From an optimization exercise on the open Yosys and OpenROAD flow, aimed at small area, a short achievable clock period and few clock cycles per item; shortcuts taken in it are not production practice. Where RTL was checked, it was by simulation tests only, not by an equivalence proof against the original. No functional check of the RTL was part of runs 1 and 4.

<file path="flow/design.v">
module UT_TOP (
    clk,
    rst_n,
    in_valid,
    in_time,
    out_valid,
    out_display,
    out_day
);
input        clk, rst_n, in_valid;
input [30:0] in_time;
output reg       out_valid;
output reg [3:0] out_display;
output reg [2:0] out_day;
reg [9:0]  R;      
reg [22:0] L;      
reg [10:0] R2;     
reg [7:0]  B;      
reg [3:0]  C2;     
reg [2:0]  W;      
reg        y20;    
reg        jf;     
reg        busy;
reg [4:0]  k;      
function ge11;       
    input [10:0] t;
    input [10:0] K;
    reg   [15:0] g, e;
    integer i, w;
    begin
        for (i = 0; i < 16; i = i + 1) begin
            g[i] = (i < 11) ? (t[i] & ~K[i]) : 1'b0;
            e[i] = (i < 11) ? ~(t[i] ^ K[i]) : 1'b1;
        end
        for (w = 1; w < 16; w = w * 2)
            for (i = 0; i < 16; i = i + 2 * w) begin
                g[i] = g[i + w] | (e[i + w] & g[i]);
                e[i] = e[i + w] & e[i];
            end
        ge11 = g[0] | e[0];
    end
endfunction
function ge24;       
    input [23:0] t;
    input [23:0] K;
    reg   [31:0] g, e;
    integer i, w;
    begin
        for (i = 0; i < 32; i = i + 1) begin
            g[i] = (i < 24) ? (t[i] & ~K[i]) : 1'b0;
            e[i] = (i < 24) ? ~(t[i] ^ K[i]) : 1'b1;
        end
        for (w = 1; w < 32; w = w * 2)
            for (i = 0; i < 32; i = i + 2 * w) begin
                g[i] = g[i + w] | (e[i + w] & g[i]);
                e[i] = e[i + w] & e[i];
            end
        ge24 = g[0] | e[0];
    end
endfunction
function [3:0] dd;   
    input [3:0] d;
    integer i;
    reg [3:0] v;
    begin
        dd = 4'd0;
        for (i = 0; i < 16; i = i + 1) begin
            v = (i >= 5) ? i + 3 : i;
            if (d == i) dd = v;
        end
    end
endfunction
function [2:0] m7;       
    input [2:0] w;
    input       b;
    integer i;
    reg [2:0] v;
    begin
        m7 = 3'd0;
        for (i = 0; i < 7; i = i + 1) begin
            v = (2 * i + b) % 7;
            if (w == i) m7 = v;
        end
    end
endfunction
function [2:0] wmap;     
    input [2:0] w;
    integer i;
    reg [2:0] v;
    begin
        wmap = 3'd0;
        for (i = 0; i < 7; i = i + 1) begin
            v = (i + 4) % 7;
            if (w == i) wmap = v;
        end
    end
endfunction
reg  f1, f8, f9, f10, pm, h0, n0, h1, n1, mon;
wire k8  = f8;
wire k9  = f9;
wire k10 = f10;
wire k1  = f1;
wire [4:0] kn = busy ? k + 5'd1 : 5'd1;       
always @(posedge clk) begin
    f1  <= (kn == 5'd1);
    f8  <= (kn == 5'd8);
    f9  <= (kn == 5'd9);
    f10 <= (kn == 5'd10);
    pm  <= (kn <= 5'd8);
    h0  <= (kn == 5'd9) || (kn == 5'd10) || (kn == 5'd11);    
    n0  <= (kn == 5'd12) || (kn == 5'd13) || (kn == 5'd14);   
    h1  <= (kn == 5'd9) || (kn == 5'd10);                     
    n1  <= (kn >= 5'd11) && (kn <= 5'd14);                    
    mon <= (kn == 5'd10) || (kn == 5'd11);                    
end
function [10:0] step;    
    input [10:0] t;
    input        m, h, n;
    reg          q6, q9, q96;
    reg   [10:0] d6, d9, d96;
    begin
        q6  = ge11(t, 11'd675);
        q9  = ge11(t, 11'd900);
        q96 = ge11(t, 11'd960);
        d6  = t - 11'd675;
        d9  = t - 11'd900;
        d96 = t - 11'd960;
        if (m && q6)       step = {1'b1, d6[9:0]};
        else if (h && q9)  step = {1'b1, d9[9:0]};
        else if (n && q96) step = {1'b1, d96[9:0]};
        else               step = {1'b0, t[9:0]};
    end
endfunction
wire [10:0] s0 = step({R, L[22]}, pm, h0, n0);
wire [10:0] s1 = step({s0[9:0], L[21]}, pm, h1, n1);
wire        q0 = s0[10];
wire        q1 = s1[10];
function [11:0] step2;   
    input [11:0] t;
    input        mo;
    reg          qa, qb;
    reg   [11:0] da, db;
    begin
        qa = ge11(t[11:1], 11'd730) & (t[0] | ~(t[11:1] == 11'd730));    
        qb = ge11(t[11:1], 11'd979);                                      
        da = t - 12'd1461;
        db = t - 12'd1958;
        if (!mo && qa)     step2 = {1'b1, da[10:0]};
        else if (mo && qb) step2 = {1'b1, db[10:0]};
        else               step2 = {1'b0, t[10:0]};
    end
endfunction
wire [10:0] r2i = k10 ? {R2[10:2], 2'b01} : R2;
wire        b0  = pm ? q0 : (k9 || k10);
wire        b1  = pm ? q1 : k9;
wire [11:0] u0  = step2({r2i, b0}, mon);
wire [11:0] u1a = step2({u0[10:0], 1'b1}, mon);
wire [11:0] u1b = step2({u0[10:0], 1'b0}, mon);
wire [11:0] u1  = b1 ? u1a : u1b;
wire [7:0] bb0 = {dd(B[7:4]), dd(B[3:0])};
wire [7:0] bb1 = {bb0[6:0], u0[11]};
wire [7:0] bb2 = {dd(bb1[7:4]), dd(bb1[3:0])};
wire [7:0] bb3 = {bb2[6:0], u1[11]};
wire [2:0] wa = q0 ? m7(W, 1'b1) : m7(W, 1'b0);
wire [2:0] w2 = q1 ? m7(wa, 1'b1) : m7(wa, 1'b0);
always @(posedge clk) begin
    if (!busy) begin
        R  <= {2'b00, in_time[30:23]};
        L  <= in_time[22:0];
        R2 <= 11'd1304;
        B  <= 8'h09;
        W  <= 3'd0;
    end else begin
        if (pm || h0 || n0) begin
            R <= s1[9:0];
            L <= {L[20:0], q0, q1};
        end
        if (pm || k9 || mon) R2 <= u1[10:0];
        if (pm || k9) B <= bb3;
        if (pm) W <= w2;
        if (mon) C2 <= {C2[1:0], u0[11], u1[11]};
        if (k1) y20 <= ge24({R[7:0], L[22:7]}, 24'd7395975);
        if (k10) jf <= ge11(R2, 11'd1224);
    end
end
always @(posedge clk or negedge rst_n) begin
    if (!rst_n) begin
        busy <= 1'b0;
        k    <= 5'd0;
    end else if (in_valid) begin
        busy <= 1'b1;
        k    <= 5'd1;
    end else if (busy) begin
        k    <= k + 5'd1;
        if (k == 5'd21) busy <= 1'b0;
    end
end
wire       jfc = k10 ? ge11(R2, 11'd1224) : jf;
wire       yc  = jfc && (B[3:0] == 4'd9);
wire [3:0] yt  = yc ? inc10(B[7:4]) : B[7:4];
wire [3:0] yo  = jfc ? inc10(B[3:0]) : B[3:0];
function [3:0] inc10;    
    input [3:0] d;
    begin
        inc10 = (d == 4'd9) ? 4'd0 : {d[3] | (d[2] & d[1] & d[0]),
                                     d[2] ^ (d[1] & d[0]),
                                     d[1] ^ d[0],
                                     ~d[0]};
    end
endfunction
wire       mt = (C2 == 4'd7) || (C2 == 4'd8) || (C2 == 4'd9);
wire [3:0] mo = (C2 == 4'd7) ? 4'd0 : (C2 == 4'd8) || (C2 == 4'd10) ? 4'd1 :
                (C2 == 4'd9) || (C2 == 4'd11) ? 4'd2 : C2 + 4'd3;
reg [5:0] fld;
always @(*) begin
    if (k[4:1] == 4'd7)      fld = {1'b0, R2[10:6]};    
    else if (k[4:1] == 4'd8) fld = {1'b0, L[11:7]};     
    else if (k[4:1] == 4'd9) fld = L[6:1];              
    else                     fld = {1'b0, R[9:5]};      
end
wire [3:0] dA   = dd({1'b0, fld[5:3]});
wire [3:0] dB   = dd({dA[2:0], fld[2]});
wire [3:0] dC   = dd({dB[2:0], fld[1]});
wire [6:0] fb   = {dA[3], dB[3], dC[3], dC[2:0], fld[0]};
wire       dinc = (k[4:1] == 4'd7);                      
wire       s30  = (k[4:1] == 4'd10) && L[0];             
wire       o9   = (fb[3:0] == 4'd9);
wire [3:0] fo   = dinc ? inc10(fb[3:0]) : fb[3:0];
wire       tp1  = dinc && o9;                           
reg  [2:0] ft;
always @(*) begin
    if (tp1)                ft = (fb[5:4] == 2'd0) ? 3'd1 : (fb[5:4] == 2'd1) ? 3'd2 : 3'd3;
    else if (s30)           ft = (fb[5:4] == 2'd0) ? 3'd3 : (fb[5:4] == 2'd1) ? 3'd4 : 3'd5;
    else                    ft = fb[6:4];
end
reg [3:0] digit;
always @(*) begin
    case (k)
        5'd8:    digit = y20 ? 4'd2 : 4'd1;
        5'd9:    digit = y20 ? 4'd0 : 4'd9;
        5'd10:   digit = yt;
        5'd11:   digit = yo;
        5'd12:   digit = {3'b000, mt};
        5'd13:   digit = mo;
        default: digit = k[0] ? fo : {1'b0, ft};
    endcase
end
wire [2:0] wday   = k8 ? wmap(w2) : wmap(W);
wire       outing = busy && (k >= 5'd8);
always @(posedge clk or negedge rst_n) begin
    if (!rst_n) begin
        out_valid   <= 1'b0;
        out_display <= 4'd0;
        out_day     <= 3'd0;
    end else if (outing) begin
        out_valid   <= 1'b1;
        out_display <= digit;
        out_day     <= wday;
    end else begin
        out_valid   <= 1'b0;
        out_display <= 4'd0;
        out_day     <= 3'd0;
    end
end
endmodule
</file>
<file path="flow/standard.sh">
#!/bin/bash
# synth_recipe.tcl (not shown) runs the flow's synth.tcl, then flattens the netlist and writes it again
# the make line also repeats each setting of config.mk as NAME=value (left out here)
make -C /OpenROAD-flow-scripts/flow DESIGN_CONFIG=/design/flow/config.mk WORK_HOME=/design/flow/orfs CLKGATE_MAP_FILE= SYNTH_SCRIPT=/design/flow/synth_recipe.tcl "${@:-finish}"
</file>
<file path="flow/flow/run.sh">
#!/bin/bash
# The standard layout, with timing repair aiming at 11.5 ns of setup slack
# instead of 0; the clock and the constraints stay the design's.
set -o pipefail
bash standard.sh SETUP_SLACK_MARGIN=11.5 finish > standard.log 2>&1
</file>
<file path="flow/config.mk">
export PLATFORM = sky130hd
export DESIGN_NAME = UT_TOP
export DESIGN_NICKNAME = UT_TOP
export VERILOG_FILES = /design/flow/design.v
export SDC_FILE = /design/flow/constraint.sdc
export NUM_CORES = 4
export LEC_CHECK = 0
export ABC_AREA = 1
export CAP_MARGIN = 20
export CORE_MARGIN = 2
export CORE_UTILIZATION = 40
export SLEW_MARGIN = 20
</file>
<file path="flow/constraint.sdc">
create_clock -name core_clock -period 15.0 [get_ports {clk}]
set_input_delay 3.0000 -clock core_clock [delete_from_list [all_inputs] [get_ports {clk}]]
set_output_delay 3.0000 -clock core_clock [all_outputs]
set_load 0.01 [all_outputs]
</file>
==> impl_results.md, run 1 <==
- Global routing's busiest layer: met2
- Max Cap Viol: 0
- Top FF cell, synth: edfxtp_1
- Non-filler instance count after layout: 1616
- Yosys top cell area share: 0.1507
- Fraction of registers with async set/reset: 0.1647
- Residual DRC: 0
- Boundary pin count: 42
- Synth unique cells: 62
- Latest clock arrival within the worst-skew pair: 350 ps
- Dpl cells: 1484
- Post-synthesis sequential area ratio: 0.2713
- Die Span Y: 144.5 µm
- Critical Path AT: 850 ps
- Syn nets: 1268
- CTS root buffer: clkbuf_16
- Cts hold-fix bufs: 0
- Post-route cell area: 10650 µm²
- FP Rows: 51
- DRT iter0 DRCs: 544
- Area leader, netlist: nand2_1
- Seq cells post-synth: 85
- Post-DP HPWL: 17450 µm
- Max stage delay on crit path: 360 ps
- RSZ-0062 raised after global routing: yes
- CTS Buffer Depth: 2
- Clock sink total: 85
- Area Overhead vs Synth: 34.89%
- Worst Skew: 9.304 ps
- Slew Viols, Final: 0
- Final-report hold violation count: 0
- GRT Residual Overflow: 0
- Die Footprint: 20880 µm²
- Worst Path Required: 12000 ps
- Antenna viol nets, final: 0
- Crit path launch type: flip-flop
- Die extent in x: 144.5 µm
- Routed len/inst: 15.87 µm
- Max Freq: 259.7 MHz
- Layout cell share with drive strength beyond 1: 0.2820
- Final period utilization: 0.2567
- CP endpoint kind: primary output
- WL final: 25650 µm
- Total vias in the final route: 8536
- Fin nets: 1412
- N_diodes: 0
- Hold Crit Class: reg -> reg
- Critical path buffers and inverters: 1
- Vias in the first global route: 8186
- Largest net degree at the start of global routing: 51
- Grt met1 use: 0.2958
- Met3 Usage GRT: 0.02980
- Placed Area: 8498 µm²
- Worst setup path class: reg -> out
- Top cells by area, synth: nand2_1, edfxtp_1, dfxtp_1
- Reg clk slew, reported paths: 70 ps
- Worst Tran Pin Value: 632.1 ps
- Cells after Synth: 1202
- Final setup vio count: 0
- Top delay family on crit path: flip-flops
- Netlist Area Pre-Place: 7896 µm²
- Core Box Area: 19400 µm²
- Status: finished clean
- Vias per std cell: 5.282
- CTS tree: done
- Max Fanout on Critical Path: 1
- H-tree Lvls: 3
- GP Congestion: 0.9458
- Slowest-stage cell, CP: dfrtp_1
- M2 GR Usage: 0.4178
- Port-buffer cells: 41
- Initial antenna violation count: 1
- Total track usage: 0.2391
- Max-slew headroom: 0.5779
- Pre-antenna DRT Iters: 5
- First-pass GRT wire length: 39480 µm
- Post-synth EDFFs: 37
- Ys Warns: 1
- Setup TNS: 0 ps
- Starting density of the core: 0.4071
- Syn avg cell area: 6.569 µm²
- Crit path cell chain: buf_2
- Total CTS buffers: 9
- Period minus WS final: 3851 ps
-- per-stage QoR --
step | worst slack (ps) | util | hold slack, ps
finish | 11150 | 0.5491 | 538.5
global route | 11090 | 0.5491 | 548.0
CTS | 11130 | 0.5008 | 538.6
detailed placement | 10660 | 0.4381 | 532.1
global placement | 10600 | 0.4381 | 513.3
floorplan | 11500 | - | 448.9
-- metal layers --
metal	routed length, µm	part of all wire	up-vias
met1	11010	0.43	3977
met4	893	0.035	2
met5	15	0.00058	-
li1	-	-	4255
met3	1212	0.047	68
met2	12520	0.49	234
-- area by class of cell --
type | count | area [µm²]
inverters | 187 | 749.5
clock inverters | 4 | 46.29
flip-flops and latches | 85 | 2151
fillers | 1818 | 8747
clock buffers | 12 | 257.7
multi-input cells | 905 | 5748
repair buffers | 158 | 1368
well taps | 265 | 331.6
-- kinds of logic after synthesis --
logic type / after synthesis / synth area share
flops: 85 / 0.2713
compound gates: 241 / 0.1789
simple gates: 587 / 0.3396
buf+inv: 214 / 0.1109
xor+xnor: 43 / 0.04865
fa+ha+maj: 32 / 0.05070
-- layout by cell type (no fill, tap or decap), drive strengths merged, types with 3 or more instances in the layout --
cell type / instances
inv: 180
dlymetal6s2s: 7
nor3: 18
nor4: 6
clkinvlp: 3
o211ai: 14
o31ai: 3
o22ai: 10
nand2: 353
clkinv: 7
dfrtp: 14
a21oi: 63
o21ai: 120
a31oi: 13
clkbuf: 12
nand3: 87
nand3b: 5
edfxtp: 37
xor2: 40
ha: 32
o21a: 3
xnor2: 3
buf: 125
clkdlybuf4s50: 26
or2: 4
nor2: 100
nand4: 15
dfxtp: 34
-- state kept, by name (all words and copies together) (netlist names) --
| register | count |
|---|---|
| n1 | 1 |
| R | 10 |
| f9 | 1 |
| f8 | 1 |
| h0 | 1 |
| f10 | 1 |
| n0 | 1 |
| out_day | 3 |
| h1 | 1 |
| C2 | 4 |
| B | 8 |
| k | 5 |
| f1 | 1 |
| jf | 1 |
| y20 | 1 |
| mon | 1 |
| W | 3 |
| out_display | 4 |
| busy | 1 |
| R2 | 11 |
| L | 23 |
| out_valid | 1 |
| pm | 1 |
-- worst paths after layout --
| path | startpoint | endpoint | slack, ps | cells past startpoint |
|---|---|---|---|---|
| max in group asynchronous | rst_n | k[2] | 11900 | 1 |
| min in group asynchronous | rst_n | out_day[2] | 2650 | 1 |
| worst max register to register | R[0] | R2[4] | 11260 | 27 |
| worst min-delay path | f1 | y20 | 540 | 2 |
| worst min register to register | f1 | y20 | 540 | 2 |
| worst max-delay path | out_day[2] | out_day[2] | 11150 | 1 |
-- cells in the mapped netlist, types with 3 or more instances --
cell type,instances
a21oi_1,57
a21oi_2,4
a31oi_1,11
buf_2,5
buf_4,3
buf_6,4
clkbuf_1,14
dfrtp_1,14
dfxtp_1,34
edfxtp_1,37
ha_1,32
inv_1,166
inv_2,16
nand2_1,317
nand2_2,24
nand2_4,10
nand3_1,82
nand3_2,3
nand3b_1,5
nand4_1,13
nor2_1,91
nor2_2,4
nor2_4,5
nor3_1,14
nor3_2,3
nor4_1,6
o211ai_1,14
o21a_1,3
o21ai_0,101
o21ai_1,16
o22ai_1,10
o31ai_1,3
or2_2,3
xnor2_1,3
xor2_1,39
-- what timing repair did --
item                       in CTS  in global routing
gates resized for setup       153                159
setup endpoints to repair      39                 66
cloned                          2                  0
pin swaps                      69                 89
buffers inserted               63                 51
==> inputs of run 2 (changes only) <==
--- a/flow/design.v
+++ b/flow/design.v
@@ -70,29 +70,18 @@
         end
     end
 endfunction
-function [2:0] m7;       
+function [2:0] w4;       
     input [2:0] w;
-    input       b;
-    integer i;
+    input       a, b;
+    integer i, j;
     reg [2:0] v;
     begin
-        m7 = 3'd0;
-        for (i = 0; i < 7; i = i + 1) begin
-            v = (2 * i + b) % 7;
-            if (w == i) m7 = v;
-        end
-    end
-endfunction
-function [2:0] wmap;     
-    input [2:0] w;
-    integer i;
-    reg [2:0] v;
-    begin
-        wmap = 3'd0;
-        for (i = 0; i < 7; i = i + 1) begin
-            v = (i + 4) % 7;
-            if (w == i) wmap = v;
-        end
+        w4 = 3'd0;
+        for (i = 0; i < 7; i = i + 1)
+            for (j = 0; j < 4; j = j + 1) begin
+                v = (4 * i + j + 9) % 7;
+                if (w == i && {a, b} == j) w4 = v;
+            end
     end
 endfunction
 reg  f1, f8, f9, f10, pm, h0, n0, h1, n1, mon;
@@ -161,15 +150,14 @@
 wire [7:0] bb1 = {bb0[6:0], u0[11]};
 wire [7:0] bb2 = {dd(bb1[7:4]), dd(bb1[3:0])};
 wire [7:0] bb3 = {bb2[6:0], u1[11]};
-wire [2:0] wa = q0 ? m7(W, 1'b1) : m7(W, 1'b0);
-wire [2:0] w2 = q1 ? m7(wa, 1'b1) : m7(wa, 1'b0);
+wire [2:0] w2 = w4(W, q0, q1);
 always @(posedge clk) begin
     if (!busy) begin
         R  <= {2'b00, in_time[30:23]};
         L  <= in_time[22:0];
         R2 <= 11'd1304;
         B  <= 8'h09;
-        W  <= 3'd0;
+        W  <= 3'd4;
     end else begin
         if (pm || h0 || n0) begin
             R <= s1[9:0];
@@ -245,7 +233,7 @@
         default: digit = k[0] ? fo : {1'b0, ft};
     endcase
 end
-wire [2:0] wday   = k8 ? wmap(w2) : wmap(W);
+wire [2:0] wday   = k8 ? w2 : W;
 wire       outing = busy && (k >= 5'd8);
 always @(posedge clk or negedge rst_n) begin
     if (!rst_n) begin
==> flow/flow/run.sh (replaced) <==
#!/bin/bash
# The standard layout, with timing repair aiming at 10.9 ns of setup slack
# instead of 0; the clock and the constraints stay the design's.
set -o pipefail
bash standard.sh SETUP_SLACK_MARGIN=10.9 finish > standard.log 2>&1
==> run 2 against run 1 <==
Via count fell by 5.2%. Critical path type unchanged. Count of clock-buffer cells in the layout fell by 3. Setup slack got worse by 160 ps. Largest cell class unchanged. Still clean.
==> impl_results.md, run 2 <==
- Pre-antenna DRT Iters: 5
- Top FF cell, synth: edfxtp_1
- Max Cap Viol: 0
- Count leader, synth: nand2_1
- Port-buffer cells: 41
- Fill count: 2000
- Top cells by area, synth: nand2_1, edfxtp_1, dfxtp_1
- Final period utilization: 0.2672
- Routed len/inst: 15.06 µm
- Max reg flops: 23
- CTS Buffer Depth: 2
- Antenna viol nets, final: 0
- Total vias in the final route: 8092
- Initial antenna violation count: 0
- Post-synthesis sequential area ratio: 0.2664
- Total track usage: 0.2134
- Die Span Y: 145.8 µm
- Die Footprint: 21250 µm²
- Fin Hold WS: 526.5 ps
- DRT iter0 DRCs: 716
- Final setup margin: 10990 ps
- Fin nets: 1338
- Final-report hold violation count: 0
- Critical path depth in cells: 1
- Total CTS buffers: 9
- Max stage delay on crit path: 370 ps
- Area leader, netlist: nand2_1
- Post-synth EDFFs: 37
- Top flop regs: L: 23 flops, R2: 11 flops, R: 10 flops
- Top delay family on crit path: flip-flops
- Crit path launch type: flip-flop
- Start of the worst register-to-register path: R[6]
- Largest net degree at the start of global routing: 58
- Worst Tran Pin Value: 725.5 ps
- Die extent in x: 145.8 µm
- Area Overhead vs Synth: 14.39%
- Synth unique cells: 59
- Slowest-stage cell, CP: dfrtp_1
- Syn avg cell area: 6.531 µm²
- Ys Warns: 1
- Clock sink total: 85
- Max-slew headroom: 0.5156
- Residual DRC: 0
- Worst setup path class: reg -> out
- CP endpoint kind: primary output
- Worst Path Required: 12000 ps
- Setup TNS: 0 ps
- CTS root buffer: clkbuf_16
- Max Fanout on Critical Path: 1
- Critical Path AT: 1010 ps
- Commonest cells post-synth: nand2_1, inv_1, nor2_1
- Cells after Synth: 1231
- Netlist Area Pre-Place: 8040 µm²
- Hold Crit Depth: 2
- GRT Residual Overflow: 0
- Final core area utilization: 0.4695
- Latest clock arrival within the worst-skew pair: 360 ps
- Hold Crit Start: f1
- Most frequent cells in the layout: nand2_1, inv_1, nor2_1
- Vias in the first global route: 7522
- Crit path from: out_display[1]
- R2R depth: 25
- Final setup vio count: 0
- FP Rows: 51
- Starting density of the core: 0.4104
- Period minus WS final: 4008 ps
- Most flops, register: L
- R2R Setup Slk: 11070 ps
- Layout cell share with drive strength beyond 1: 0.1246
- Core Box Area: 19590 µm²
- N_diodes: 0
- Worst Skew: 10.87 ps
- Seq cells post-synth: 85
- WL final: 23200 µm
- Yosys top cell area share: 0.1611
- Most common cell after layout, fill and taps aside: nand2_1
- Cts hold-fix bufs: 0
- Crit path cell chain: dlygate4sd2_1
- Slew Viols, Final: 0
- H-tree Lvls: 3
- Max Freq: 249.5 MHz
- Reg clk slew, reported paths: 70 ps
- First-pass GRT wire length: 37240 µm
- Syn nets: 1298
- Place WS: 10570 ps
- Fraction of registers with async set/reset: 0.1647
- Hold Crit Class: reg -> reg
- Vias per std cell: 5.251
- Boundary pin count: 42
- GP Congestion: 0.9356
- CTS tree: done
- Post-DP HPWL: 17390 µm
- Critical path buffers and inverters: 1
- RSZ-0062 raised after global routing: no
- Status: finished clean
## run 2: cell count changes after synthesis, moves of 10 or more
cell	before	now
inv_1	166	149
nand2_1	317	345
nand3_1	82	71
nor2_1	91	102
o21ai_0	101	91
## run 2: final timing paths
| kind | endpoint |
|---|---|
| max in group asynchronous | busy |
| hold reg to reg | y20 |
| setup / recovery | out_display[1] |
| setup reg to reg | R2[0] |
| min in group asynchronous | out_display[1] |
| hold / removal | y20 |
## run 2: area by class of cell
class / instances / area (µm²) / area share
inverter: 167 / 633.1 / 0.06883
clock inverter: 7 / 56.30 / 0.006122
sequential: 85 / 2145 / 0.2332
multi-input combinational: 947 / 5244 / 0.5701
timing repair buffer: 61 / 563.0 / 0.06122
tap: 265 / 331.6 / 0.03605
clock buffer: 9 / 225.2 / 0.02449
## run 2: logic make-up after synthesis
family / after synthesis / synth area share
buffers and inverters: 201 / 0.1049
adders and majority gates: 33 / 0.05135
AOI/OAI and AO/OA: 224 / 0.1648
DFF: 85 / 0.2664
xor gates and xnor gates: 50 / 0.05447
and+or+nand+nor: 638 / 0.3581
## run 2: routing by layer
layer	vias to the layer above	track usage	routed length, µm	part of all wire
li1	4136	-	-	-
met1	3693	0.2960	11160	0.48
met2	237	0.3361	10170	0.44
met3	26	0.04922	1547	0.067
met4	0	0.05196	325	0.014
met5	-	0	0	0
## run 2: repair_timing
item | in CTS | in global routing
gates cloned | 0 | 2
pin swaps | 0 | 7
resized for setup | 17 | 42
endpoints found under the setup margin | 33 | 24
buffers inserted | 4 | 13
## run 2: metrics by stage
stage	cells	area, µm²
global route	1541	9198
finish	1541	9198
floorplan	1231	8040
CTS	1526	8924
detailed placement	1506	8592
global placement	1506	8592
Testbench counts of run 2, summed over its fixed seeds: cycles 55,200, items 2,400.
==> inputs of run 3 (changes only) <==
==> flow/flow/run.sh (replaced) <==
#!/bin/bash
# The standard layout, with timing repair aiming at 11.2 ns of setup slack
# instead of 0; the clock and the constraints stay the design's.
set -o pipefail
bash standard.sh SETUP_SLACK_MARGIN=11.2 finish > standard.log 2>&1
==> run 3 against run 2 <==
Still clean. Setup slack better by 140 ps. Worst hold slack better by 1.2 ps. Critical endpoint unchanged. Highest routed layer unchanged.
==> impl_results.md, run 3 <==
- Status: finished clean
- Place WS: 10570 ps
- Crit path cell chain: buf_2
- Total vias in the final route: 8391
- Yosys top cell area share: 0.1611
- Reg clk slew, reported paths: 70 ps
- Area leader, netlist: nand2_1
- Global routing's busiest layer: met2
- Largest net degree at the start of global routing: 58
- First-pass GRT wire length: 37720 µm
- Hold Crit Start: f1
- Area Overhead vs Synth: 22.44%
- Max Freq: 258.6 MHz
- Latest clock arrival within the worst-skew pair: 360 ps
- Die Footprint: 21250 µm²
- Total track usage: 0.2163
- RSZ-0062 raised after global routing: yes
- Die extent in x: 145.8 µm
- Initial antenna violation count: 0
- Routed len/inst: 15.40 µm
- N_diodes: 0
- Port-buffer cells: 41
- Count leader, synth: nand2_1
- Synth unique cells: 59
- Most common cell after layout, fill and taps aside: nand2_1
- Max Fanout on Critical Path: 1
- DRT iter0 DRCs: 688
- Slew Viols, Final: 0
- Start of the worst register-to-register path: R[0]
- Hold Crit Class: reg -> reg
- Synth Area in Adders: 0.05135
- Max Cap Viol: 0
- Post-Synth XOR/XNOR Area: 0.05447
- Max stage delay on crit path: 370 ps
- Worst Tran Pin Value: 721.2 ps
- Period minus WS final: 3867 ps
- Worst setup path class: reg -> out
- M2 GR Usage: 0.3429
- WL final: 24440 µm
- Pre-antenna DRT Iters: 5
- Critical Path AT: 870 ps
- Final setup vio count: 0
- Setup TNS: 0 ps
- Post-synth EDFFs: 37
- Critical path buffers and inverters: 1
- Met3 Usage GRT: 0.04859
- Layout cell share with drive strength beyond 1: 0.2042
- Post-DP HPWL: 17390 µm
- Ys Warns: 1
- Final period utilization: 0.2578
- CTS root buffer: clkbuf_16
- CTS Buffer Depth: 2
- Fraction of registers with async set/reset: 0.1647
- Core Box Area: 19590 µm²
- Cells after Synth: 1231
- H-tree Lvls: 3
- Max-slew headroom: 0.5148
- Synth Area in Compound Gates: 0.1648
- Top cells by area, synth: nand2_1, edfxtp_1, dfxtp_1
- Vias per std cell: 5.287
- Most flops, register: L
- Slowest-stage cell, CP: dfrtp_1
- Fill count: 1916
- Top flop regs: L: 23 flops, R2: 11 flops, R: 10 flops
- CP endpoint kind: primary output
- Synth Area in Simple Gates: 0.3581
- Final-report hold violation count: 0
- FP Rows: 51
- Clock sink total: 85
- Crit path launch type: flip-flop
- Commonest cells post-synth: nand2_1, inv_1, nor2_1
- Placed Area: 8592 µm²
- Final core area utilization: 0.5025
- Residual DRC: 0
- Vias in the first global route: 7644
- Syn avg cell area: 6.531 µm²
- Top FF cell, synth: edfxtp_1
- Largest family of logic cells by synthesized area: simple AND/OR/NAND/NOR gates
- Seq cells post-synth: 85
- Total CTS buffers: 9
- R2R Setup Slk: 11220 ps
- Grt met1 use: 0.2975
- Die Span Y: 145.8 µm
- Mux share of post-synthesis cell area: 0
- Netlist Area Pre-Place: 8040 µm²
- Fin nets: 1384
- Post-synthesis sequential area ratio: 0.2664
- Starting density of the core: 0.4104
- Worst Skew: 9.864 ps
- Syn nets: 1298
- Final setup margin: 11130 ps
- Post-route cell area: 9844 µm²
- Most frequent cells in the layout: nand2_1, inv_1, nor2_1
- Crit path from: out_display[1]
- CTS tree: done
- Boundary pin count: 42
- Antenna viol nets, final: 0
- GP Congestion: 0.9356
- Worst Path Required: 12000 ps
- Top delay family on crit path: flip-flops
- Max reg flops: 23
- GRT Residual Overflow: 0
-- run 3: cell count changes in the layout (fill, tap and decap cells not counted), sizes merged --
cell         before  now
inv             168  169
clkinv            6    5
buf              20   72
dlygate4sd2       8    0
nand2           380  382
-- run 3: final cells by class --
type | count | area (µm²) | area share
Multi-Input combinational cell | 949 | 5539 | 0.5627
Sequential cell | 85 | 2150 | 0.2184
Timing Repair Buffer | 105 | 893.4 | 0.09075
Inverter | 167 | 649.4 | 0.06596
Tap cell | 265 | 331.6 | 0.03368
Clock buffer | 9 | 225.2 | 0.02288
Clock inverter | 7 | 56.30 | 0.005719
-- run 3: per-layer routing --
layer / vias up / wire [µm]
met1: 3852 / 11440
met2: 268 / 10890
li1: 4232 / -
met5: - / 0
met4: 0 / 544
met3: 39 / 1575
-- run 3: worst register-to-register path, cell delays in order (launching register included) --
cell and delay (ps):
edfxtp_1 460, inv_2 130, ha_4 140, inv_2 50, a21oi_4 140, o21bai_2 90, nand2_2 110, nand2_4 90
nand4_4 140, and2_4 190, inv_4 40, ha_4 170, o21ai_4 230, o21ai_2 120, o21ai_2 160, xor2_1 170
nand2_1 80, nand2_2 90, inv_2 60, nor2_2 70, nand4_1 110, nor2_2 170, nor2_4 90, nand3_4 170
nor2_1 70, nor2_1 110, nand2_1 110, a21oi_2 140
-- run 3: per-stage QoR --
step | hold slack, ps | cells
floorplan | 470.8 | 1231
detailed placement | 525.8 | 1506
finish | 527.7 | 1587
global placement | 494.7 | 1506
CTS | 533.4 | 1533
global route | 568.1 | 1587
-- run 3: worst paths after layout --
path / endpoint / cells after the start
max: out_display[1] / 1
min: y20 / 2
max reg2reg: R2[9] / 27
min reg2reg: y20 / 2
max in group asynchronous: busy / 1
min in group asynchronous: out_day[2] / 1
-- run 3: cell families after synthesis --
group,count (synthesis)
flip-flops,85
buffers and inverters,201
AND/OR/NAND/NOR,638
XOR/XNOR,50
AO/OA/AOI/OAI,224
adder cells (fa/ha/maj),33
-- run 3: what timing repair did --
action                                  in CTS  in global routing
resized for setup                           63                110
pin swaps                                    6                 50
hold buffers                                 0                  0
endpoints found under the setup margin      38                 35
buffers inserted                            10                 51
cloned                                       1                  3
==> inputs of run 4 (changes only) <==
--- a/flow/design.v
+++ b/flow/design.v
@@ -70,18 +70,29 @@
         end
     end
 endfunction
-function [2:0] w4;       
+function [2:0] m7;       
     input [2:0] w;
-    input       a, b;
-    integer i, j;
+    input       b;
+    integer i;
     reg [2:0] v;
     begin
-        w4 = 3'd0;
-        for (i = 0; i < 7; i = i + 1)
-            for (j = 0; j < 4; j = j + 1) begin
-                v = (4 * i + j + 9) % 7;
-                if (w == i && {a, b} == j) w4 = v;
-            end
+        m7 = 3'd0;
+        for (i = 0; i < 7; i = i + 1) begin
+            v = (2 * i + b) % 7;
+            if (w == i) m7 = v;
+        end
+    end
+endfunction
+function [2:0] wmap;     
+    input [2:0] w;
+    integer i;
+    reg [2:0] v;
+    begin
+        wmap = 3'd0;
+        for (i = 0; i < 7; i = i + 1) begin
+            v = (i + 4) % 7;
+            if (w == i) wmap = v;
+        end
     end
 endfunction
 reg  f1, f8, f9, f10, pm, h0, n0, h1, n1, mon;
@@ -105,19 +116,12 @@
 function [10:0] step;    
     input [10:0] t;
     input        m, h, n;
-    reg          q6, q9, q96;
-    reg   [10:0] d6, d9, d96;
-    begin
-        q6  = ge11(t, 11'd675);
-        q9  = ge11(t, 11'd900);
-        q96 = ge11(t, 11'd960);
-        d6  = t - 11'd675;
-        d9  = t - 11'd900;
-        d96 = t - 11'd960;
-        if (m && q6)       step = {1'b1, d6[9:0]};
-        else if (h && q9)  step = {1'b1, d9[9:0]};
-        else if (n && q96) step = {1'b1, d96[9:0]};
-        else               step = {1'b0, t[9:0]};
+    reg   [10:0] kk;
+    reg   [11:0] d;
+    begin
+        kk = ({11{m}} & 11'd675) | ({11{h}} & 11'd900) | ({11{n}} & 11'd960);
+        d  = {1'b0, t} - {1'b0, kk};
+        step = d[11] ? {1'b0, t[9:0]} : {1'b1, d[9:0]};
     end
 endfunction
 wire [10:0] s0 = step({R, L[22]}, pm, h0, n0);
@@ -127,16 +131,10 @@
 function [11:0] step2;   
     input [11:0] t;
     input        mo;
-    reg          qa, qb;
-    reg   [11:0] da, db;
-    begin
-        qa = ge11(t[11:1], 11'd730) & (t[0] | ~(t[11:1] == 11'd730));    
-        qb = ge11(t[11:1], 11'd979);                                      
-        da = t - 12'd1461;
-        db = t - 12'd1958;
-        if (!mo && qa)     step2 = {1'b1, da[10:0]};
-        else if (mo && qb) step2 = {1'b1, db[10:0]};
-        else               step2 = {1'b0, t[10:0]};
+    reg   [12:0] d;
+    begin
+        d = {1'b0, t} - (mo ? 13'd1958 : 13'd1461);
+        step2 = d[12] ? {1'b0, t[10:0]} : {1'b1, d[10:0]};
     end
 endfunction
 wire [10:0] r2i = k10 ? {R2[10:2], 2'b01} : R2;
@@ -150,14 +148,15 @@
 wire [7:0] bb1 = {bb0[6:0], u0[11]};
 wire [7:0] bb2 = {dd(bb1[7:4]), dd(bb1[3:0])};
 wire [7:0] bb3 = {bb2[6:0], u1[11]};
-wire [2:0] w2 = w4(W, q0, q1);
+wire [2:0] wa = q0 ? m7(W, 1'b1) : m7(W, 1'b0);
+wire [2:0] w2 = q1 ? m7(wa, 1'b1) : m7(wa, 1'b0);
 always @(posedge clk) begin
     if (!busy) begin
         R  <= {2'b00, in_time[30:23]};
         L  <= in_time[22:0];
         R2 <= 11'd1304;
         B  <= 8'h09;
-        W  <= 3'd4;
+        W  <= 3'd0;
     end else begin
         if (pm || h0 || n0) begin
             R <= s1[9:0];
@@ -233,7 +232,7 @@
         default: digit = k[0] ? fo : {1'b0, ft};
     endcase
 end
-wire [2:0] wday   = k8 ? w2 : W;
+wire [2:0] wday   = k8 ? wmap(w2) : wmap(W);
 wire       outing = busy && (k >= 5'd8);
 always @(posedge clk or negedge rst_n) begin
     if (!rst_n) begin
==> run 4 against run 3 <==
Utilization is 1.3 points higher. Synthesized area down 4.4%. Count of clock-buffer cells in the layout is 3 higher. Flip-flop and latch count did not move. Non-clock buffer count is 3 lower. Worst hold slack got worse by 63 ps. First-iteration DRC count is 1.0% higher. Synthesized cell count fell by 2.4%.
==> impl_results.md, run 4 <==
- Most common cell after layout, fill and taps aside: nand2_1
- Fill count: 1873
- CTS Buffer Depth: 2
- Post-synth EDFFs: 37
- Max Fanout on Critical Path: 4
- Multi-input gate area: 5351 µm²
- Die Footprint: 20340 µm²
- Top cells by area, synth: nand2_1, edfxtp_1, dfxtp_1
- Total track usage: 0.2259
- Final setup vio count: 0
- Final setup margin: 10760 ps
- Clock sink total: 85
- Die extent in x: 142.6 µm
- Area leader, netlist: nand2_1
- Most flops, register: L
- Fraction of registers with async set/reset: 0.1647
- N_diodes: 0
- Cells after Synth: 1202
- Slowest-stage cell, CP: dfxtp_4
- Crit path top cell by count: nand2_1
- Place WS: 9944 ps
- Max stage delay on crit path: 390 ps
- Pre-antenna DRT Iters: 5
- Boundary pin count: 42
- Syn avg cell area: 6.394 µm²
- Netlist Area Pre-Place: 7686 µm²
- Max-slew headroom: 0.4902
- Ys Warns: 1
- Post-synthesis sequential area ratio: 0.2787
- Worst Skew: 11.36 ps
- Total CTS buffers: 9
- Most frequent cells in the layout: nand2_1, inv_1, nand3_1
- Initial antenna violation count: 0
- Max Cap Viol: 0
- Critical Path AT: 4530 ps
- Slew Viols, Final: 0
- RSZ-0062 raised after global routing: yes
- Reg clk slew, reported paths: 60 ps
- Largest net degree at the start of global routing: 53
- Count leader, synth: nand2_1
- CP endpoint kind: flip-flop
- Routed len/inst: 15.11 µm
- Layout cell share with drive strength beyond 1: 0.1937
- Crit path launch type: flip-flop
- Vias in the first global route: 7266
- DRT iter0 DRCs: 695
- Total vias in the final route: 8036
- Seq cells post-synth: 85
- Yosys top cell area share: 0.1836
- CTS root buffer: clkbuf_16
- First-pass GRT wire length: 36570 µm
- Port-buffer cells: 41
- Top flop regs: L: 23 flops, R2: 11 flops, R: 10 flops
- H-tree Lvls: 3
- FF/Latch Area: 2151 µm²
- Setup TNS: 0 ps
- Latest clock arrival within the worst-skew pair: 360 ps
- Hold Crit Class: reg -> reg
- GP Congestion: 0.9180
- Antenna viol nets, final: 0
- Commonest cells post-synth: nand2_1, inv_1, nand3_1
- R2R Setup Slk: 10760 ps
- Fin nets: 1365
- Final-report hold violation count: 0
- Worst setup path class: reg -> reg
- Residual DRC: 0
- WL final: 23120 µm
- Starting density of the core: 0.4095
- Max reg flops: 23
- Final period utilization: 0.2824
- Core Box Area: 18770 µm²
- GRT Residual Overflow: 0
- Die Span Y: 142.6 µm
- FP Rows: 50
- Max Freq: 236.1 MHz
- Area Overhead vs Synth: 25.95%
- Synth unique cells: 52
- Period minus WS final: 4236 ps
- Worst Tran Pin Value: 758.9 ps
- Top FF cell, synth: edfxtp_1
- Vias per std cell: 5.252
- Post-DP HPWL: 16180 µm
- Syn nets: 1276
- Status: finished clean
- Worst Path Required: 15290 ps
- CTS tree: done
-- run 4: cell types whose count changed in the layout (fill, tap and decap cells not counted), sizes merged, moves of 5 or more --
cell and delta:
nand4 -9, nor2 -12, xor2 -20, ha +5, a21oi -8, nand2 +9, nor3 -7, nand3 +33
inv +15, o31ai -5, o21ai -15
-- run 4: worst paths after layout --
path                            start  cells after the start             end
worst max-delay path               pm                     32           R2[8]
worst min-delay path               f8                      1      out_day[2]
worst max register to register     pm                     32           R2[8]
worst min register to register     f8                      1      out_day[2]
max in group asynchronous       rst_n                      1  out_display[0]
min in group asynchronous       rst_n                      1            k[1]
-- run 4: kinds of logic after synthesis --
family                   Yosys count  synth area share
AND/OR/NAND/NOR                  649            0.3679
AO/OA/AOI/OAI                    185            0.1411
flip-flops                        85            0.2787
buffers and inverters            211            0.1087
adder cells (fa/ha/maj)           40           0.06707
XOR/XNOR                          32           0.03646
-- run 4: metrics by stage --
stage                     std cells    util  hold slack (ps)  cell area, µm²
after floorplan                1202       -            423.4            7781
after global placement         1453  0.4448            462.4            8348
after detailed placement       1453  0.4448            460.6            8348
after CTS                      1504  0.4889            469.6            9175
after global routing           1530  0.5158            489.4            9681
final                          1530  0.5158            464.3            9681
-- run 4: area by class of cell --
type / instances / area share
flip-flops and latches: 85 / 0.2222
multi-input cells: 909 / 0.5528
repair buffers: 102 / 0.08983
inverters: 184 / 0.07574
clock buffers: 12 / 0.02585
well taps: 234 / 0.03024
clock inverters: 4 / 0.003360
-- run 4: what timing repair did --
action / CTS / global route
hold buffers: 0 / 0
setup endpoints to repair: 38 / 38
pin swaps: 37 / 27
resized for setup: 107 / 77
gates cloned: 3 / 0
setup buffers: 32 / 26
-- run 4: critical path, delay by kind of cell (launching register included) --
family	cells	cell delay, ps
flip-flops	1	390
AO/OA/AOI/OAI	3	360
AND/OR/NAND/NOR	18	1660
XOR/XNOR	2	330
buffers and inverters	5	280
adder cells (fa/ha/maj)	4	1150
-- run 4: routing by layer --
| metal | routed length [µm] | GRT usage | vias to the layer above |
|---|---|---|---|
| met5 | 0 | 0 | - |
| met4 | 324 | 0.05055 | 0 |
| met3 | 1275 | 0.02884 | 30 |
| met2 | 10400 | 0.3520 | 266 |
| met1 | 11120 | 0.3336 | 3652 |
| li1 | - | - | 4088 |

==> afterwards: timing with drivers on the ports <==
The flow's constraints put no driver on any port. The routed layouts listed below were extracted and timed again, unchanged, in two steps. Step 1 (the two cells are an assumption about what drives the block):
set clk [get_ports {clk}]
set_driving_cell -lib_cell sky130_fd_sc_hd__clkbuf_16 $clk
set_driving_cell -lib_cell sky130_fd_sc_hd__buf_2 [delete_from_list [all_inputs] $clk]
Step 2 times the ports against the registers' clock, not the clock port: input delays grow and output delays shrink by t, the midpoint of the rising clock arrivals with the driver on. Three values: no drivers, after step 1, after step 2; two values: the first two.
| run | shift t [ns] | setup WS [ns] | hold slack, ns | worst data-port slew with drivers (ns) |
|---|---|---|---|---|
| run 1 | 0.394 | 11.149 / 11.104 / 11.122 | 0.538 / 0.538 / 0.538 | 0.04 |
| run 2 | 0.396 | 10.992 / 10.948 / 11.075 | 0.526 / 0.526 / 0.526 | 0.06 |
| run 3 | 0.400 | 11.133 / 11.088 / 11.115 | 0.528 / 0.528 / 0.528 | 0.06 |
| run 4 | 0.389 | 10.764 / 10.764 / 10.764 | 0.464 / 0.464 / 0.464 | 0.04 |
After both steps setup and hold are still met in every run listed. For run 1, which loses most, drivers alone change the setup slack by -0.045 ns; drivers and shift together by -0.027 ns.
